Source: an optimization exercise on an open RTL-to-GDS flow (aim: small area and a short achievable clock period). Production flows keep margins and buffers that such runs may drop.
Function was checked by simulation only, so behaviour that the tests miss may differ from the original.
No activity file was given, so power comes from the tool's default toggle rates.

## run C
==> module ifetcher_top, before the edit <==
module ifetcher_top #(parameter PCW=32, parameter IW=32, parameter CW=8) (
	iClk,
	iResetn,
	fromCache_resp,
	fromCache_instr,
	toCache_req,
	toCache_pc,
	iJumpVld,
	iJumpPC,
	fromDec_RE,
	toDec_RD,
	toDec_empty,
	oTimeoutFatal
);
	input iClk,iResetn;
	input fromCache_resp;
	input iJumpVld;
	input [PCW-1:0] iJumpPC;
	input [IW*4-1:0] fromCache_instr;
	input fromDec_RE;
	output toCache_req;
	output [PCW-1:0] toCache_pc;
	output oTimeoutFatal;
	output [IW*4-1:0] toDec_RD;
	output toDec_empty;
	localparam N = 7;
	localparam W = IW*4;
	reg [PCW-1:0] rPC;
	wire [PCW-1:0] pc = iJumpVld ? iJumpPC : rPC;
	assign toCache_pc = pc;
	wire [PCW-1:0] pcInc = {pc[PCW-1:2] + 1'b1, pc[1:0]};
	always @(posedge iClk or negedge iResetn) begin
		if (!iResetn)
			rPC <= {PCW{1'b0}};
		else if (fromCache_resp)
			rPC <= pcInc;
		else
			rPC <= pc;
	end
	reg rReq;
	reg rFullD;  
	reg [CW-1:0] rCnt;
	reg rFatal;
	reg rJumpPend;
	reg rFlush;
	reg [2:0] rCount;
	reg rFilled;  
	reg rEmptyD;  
	assign toCache_req = rReq;
	assign oTimeoutFatal = rFatal;
	assign toDec_empty = ~rFilled;
	wire cntZero = ~|rCnt;
	wire clear = rFlush | (rJumpPend & cntZero);
	wire [CW-1:0] cntNext = fromCache_resp ? {CW{1'b0}} :
	                        ~rFullD ? rCnt + 1'b1 : rCnt;
	wire [2:0] countNext = clear ? 3'd0 :
	                       rCount + {2'b0,fromCache_resp} - {2'b0,fromDec_RE};
	always @(posedge iClk or negedge iResetn) begin
		if (!iResetn) begin
			rReq <= 1'b0;
			rFullD <= 1'b1;
			rCnt <= {CW{1'b0}};
			rFatal <= 1'b0;
			rJumpPend <= 1'b0;
			rFlush <= 1'b0;
			rCount <= 3'd0;
			rFilled <= 1'b0;
			rEmptyD <= 1'b1;
		end else begin
			rReq <= (rCount < 3'd6);
			rFullD <= (rCount >= 3'd6);
			rCnt <= cntNext;
			rFatal <= &cntNext;
			if (iJumpVld)
				rJumpPend <= 1'b1;
			else if (rFlush)
				rJumpPend <= 1'b0;
			rFlush <= ~rFlush & rJumpPend & cntZero;
			rCount <= countNext;
			rFilled <= (countNext != 3'd0);
			rEmptyD <= (countNext == 3'd0);
		end
	end
	localparam NB = N-1;
	reg [NB-1:0] rWSel, rRdSel;
	reg rBEmpty;
	reg [W-1:0] rHead;
	reg [W-1:0] ring [0:NB-1];
	wire toHead = rEmptyD | (fromDec_RE & rBEmpty);
	wire ringWr = fromCache_resp & ~toHead;
	wire ringRd = fromDec_RE & ~rBEmpty;
	wire bEmptyNext = (countNext <= 3'd1);
	wire [NB-1:0] rdPtr = rBEmpty ? rWSel : rRdSel;
	wire [NB-1:0] rdPtrNext = clear ? {{NB-1{1'b0}},1'b1} :
	                          ringRd ? {rdPtr[NB-2:0],rdPtr[NB-1]} : rdPtr;
	always @(posedge iClk or negedge iResetn) begin
		if (!iResetn) begin
			rWSel <= {{NB-1{1'b0}},1'b1};
			rRdSel <= {NB{1'b0}};
			rBEmpty <= 1'b1;
		end else begin
			if (clear)
				rWSel <= {{NB-1{1'b0}},1'b1};
			else if (ringWr)
				rWSel <= {rWSel[NB-2:0],rWSel[NB-1]};
			rRdSel <= rdPtrNext & {NB{~bEmptyNext}};
			rBEmpty <= bEmptyNext;
		end
	end
	integer i;
	always @(posedge iClk) begin
		for (i = 0; i < NB; i = i + 1)
			if (fromCache_resp & rWSel[i])
				ring[i] <= fromCache_instr;
	end
	reg [W-1:0] headD;
	always @(*) begin
		headD = fromCache_instr & {W{rBEmpty}};
		for (i = 0; i < NB; i = i + 1)
			headD = headD | (ring[i] & {W{rRdSel[i]}});
	end
	always @(posedge iClk) begin
		if (fromDec_RE | rEmptyD)
			rHead <= headD;
	end
	assign toDec_RD = rHead;
endmodule
export LEC_CHECK = 0
export ABC_CLOCK_PERIOD_IN_PS = 2000
export CAP_MARGIN = 20
export CORE_MARGIN = 2
export CORE_UTILIZATION = 65
export PLACE_DENSITY = 0.7
export SETUP_SLACK_MARGIN = 2.0
export SLEW_MARGIN = 20
export TNS_END_PERCENT = 0
create_clock -name core_clock -period 4.0 [get_ports {iClk}]
standard.sh (not shown) runs the stock make flow with config.mk's settings and CLKGATE_MAP_FILE= SYNTH_SCRIPT=/design/flow/synth_recipe.tcl, a recipe that flattens the netlist after the stock synthesis.
==> flow/flow/run.sh <==
#!/bin/bash
# Standard synthesis, then a small netlist rewrite of the toCache_pc muxes
# (flow/eco_pc.tcl), then the standard layout with plain buf_1 port buffers
# and a clock tree of larger leaf clusters without dummy loads; pin
# placement constrained by flow/io.tcl.
set -euo pipefail
export BUFFER_PORTS_ARGS="-buffer_cell sky130_fd_sc_hd__buf_1"
export IO_CONSTRAINTS="$PWD/flow/io.tcl"
export CTS_ARGS="-sink_clustering_enable -repair_clock_nets -dont_use_dummy_load -buf_list sky130_fd_sc_hd__clkbuf_16 -sink_clustering_size 28 -sink_clustering_max_diameter 80"
bash standard.sh synth > flow_synth.log 2>&1
R=orfs/results/${FLOW_PLATFORM}/ifetcher_top/base
ECO_IN=$R/1_synth.odb ECO_OUT=$R/1_synth.odb openroad -no_init -exit flow/eco_pc.tcl > flow_eco.log 2>&1
bash standard.sh > flow_make.log 2>&1
Other scripts of this flow, unchanged in this note and not shown: flow/flow/eco_pc.tcl, flow/flow/io.tcl
What run B does differently from run C at the input level:
--- a/flow/design.v
+++ b/flow/design.v
@@ -81,44 +81,45 @@
 			rEmptyD <= (countNext == 3'd0);
 		end
 	end
 	localparam NB = N-1;
-	reg [NB-1:0] rWSel, rRdSel;
+	reg [NB-1:0] rWSel, rRSel;
 	reg rBEmpty;
 	reg [W-1:0] rHead;
 	reg [W-1:0] ring [0:NB-1];
 	wire toHead = rEmptyD | (fromDec_RE & rBEmpty);
 	wire ringWr = fromCache_resp & ~toHead;
 	wire ringRd = fromDec_RE & ~rBEmpty;
-	wire bEmptyNext = (countNext <= 3'd1);
-	wire [NB-1:0] rdPtr = rBEmpty ? rWSel : rRdSel;
-	wire [NB-1:0] rdPtrNext = clear ? {{NB-1{1'b0}},1'b1} :
-	                          ringRd ? {rdPtr[NB-2:0],rdPtr[NB-1]} : rdPtr;
 	always @(posedge iClk or negedge iResetn) begin
 		if (!iResetn) begin
 			rWSel <= {{NB-1{1'b0}},1'b1};
-			rRdSel <= {NB{1'b0}};
+			rRSel <= {{NB-1{1'b0}},1'b1};
 			rBEmpty <= 1'b1;
 		end else begin
-			if (clear)
+			if (clear) begin
 				rWSel <= {{NB-1{1'b0}},1'b1};
-			else if (ringWr)
-				rWSel <= {rWSel[NB-2:0],rWSel[NB-1]};
-			rRdSel <= rdPtrNext & {NB{~bEmptyNext}};
-			rBEmpty <= bEmptyNext;
+				rRSel <= {{NB-1{1'b0}},1'b1};
+			end else begin
+				if (ringWr)
+					rWSel <= {rWSel[NB-2:0],rWSel[NB-1]};
+				if (ringRd)
+					rRSel <= {rRSel[NB-2:0],rRSel[NB-1]};
+			end
+			rBEmpty <= (countNext <= 3'd1);
 		end
 	end
 	integer i;
 	always @(posedge iClk) begin
 		for (i = 0; i < NB; i = i + 1)
 			if (fromCache_resp & rWSel[i])
 				ring[i] <= fromCache_instr;
 	end
+	wire [NB-1:0] rdSel = rRSel & {NB{~rBEmpty}};
 	reg [W-1:0] headD;
 	always @(*) begin
 		headD = fromCache_instr & {W{rBEmpty}};
 		for (i = 0; i < NB; i = i + 1)
-			headD = headD | (ring[i] & {W{rRdSel[i]}});
+			headD = headD | (ring[i] & {W{rdSel[i]}});
 	end
 	always @(posedge iClk) begin
 		if (fromDec_RE | rEmptyD)
 			rHead <= headD;
==> notes.md <==
Run B reached the final stage; the timing, DRC and antenna checks on its layout passed. The shortest period the worst path allows of run B was inferior to that of run C. Max first-pass GRT wire length across run C and run B: run C. Compared to run C, the routing of run B uses less wire. On run B: part of the power in combinational logic is 1.1 points higher than what run C gave. Looking at CTS buffer count, run B sits 1 higher than run C does. Against run C, run B reports a non-clock inverter count in the final layout that is higher. First-iteration DRC count, run C and run B: lower on run B. On worst endpoint data arrival time: run B sits above run C. Compared with run C, run B has less setup slack. Comparing run B with run C, the post-synthesis instance area came out essentially unchanged. Run C tops out at a higher clock frequency than run B.

re-timing with driven ports:
The flow's constraints put no driver on any port. The routed layouts listed below were extracted and timed again, unchanged, in two steps.
Step 1: set_driving_cell puts a clkbuf_16 on iClk and a buf_2 on each other input, an assumption about the parent block.
Step 2 adds t to the input delays and takes it off the output delays; t is the mean of the earliest and latest rising clock arrival at the registers after step 1. Input paths then give back, and output paths get back, about the clock's delay inside the block.
Slacks: ideal ports / drivers / drivers and shift; pairs: ideal ports / drivers.
| run | shift t [ns] | setup WS [ns] | hold WS [ns] | worst register clock-pin slew, ns |
|---|---|---|---|---|
| run C | 0.621 | 1.870 / 1.706 / 1.233 | 0.333 / 0.309 / 0.417 | 0.11 / 0.11 |
| run B | 0.631 | 1.851 / 1.683 / 1.234 | 0.170 / 0.140 / 0.431 | 0.10 / 0.10 |
After both steps setup and hold are still met in every run listed. The setup slack of run C, which loses most, moves by -0.164 ns with the drivers and by -0.637 ns with both steps.
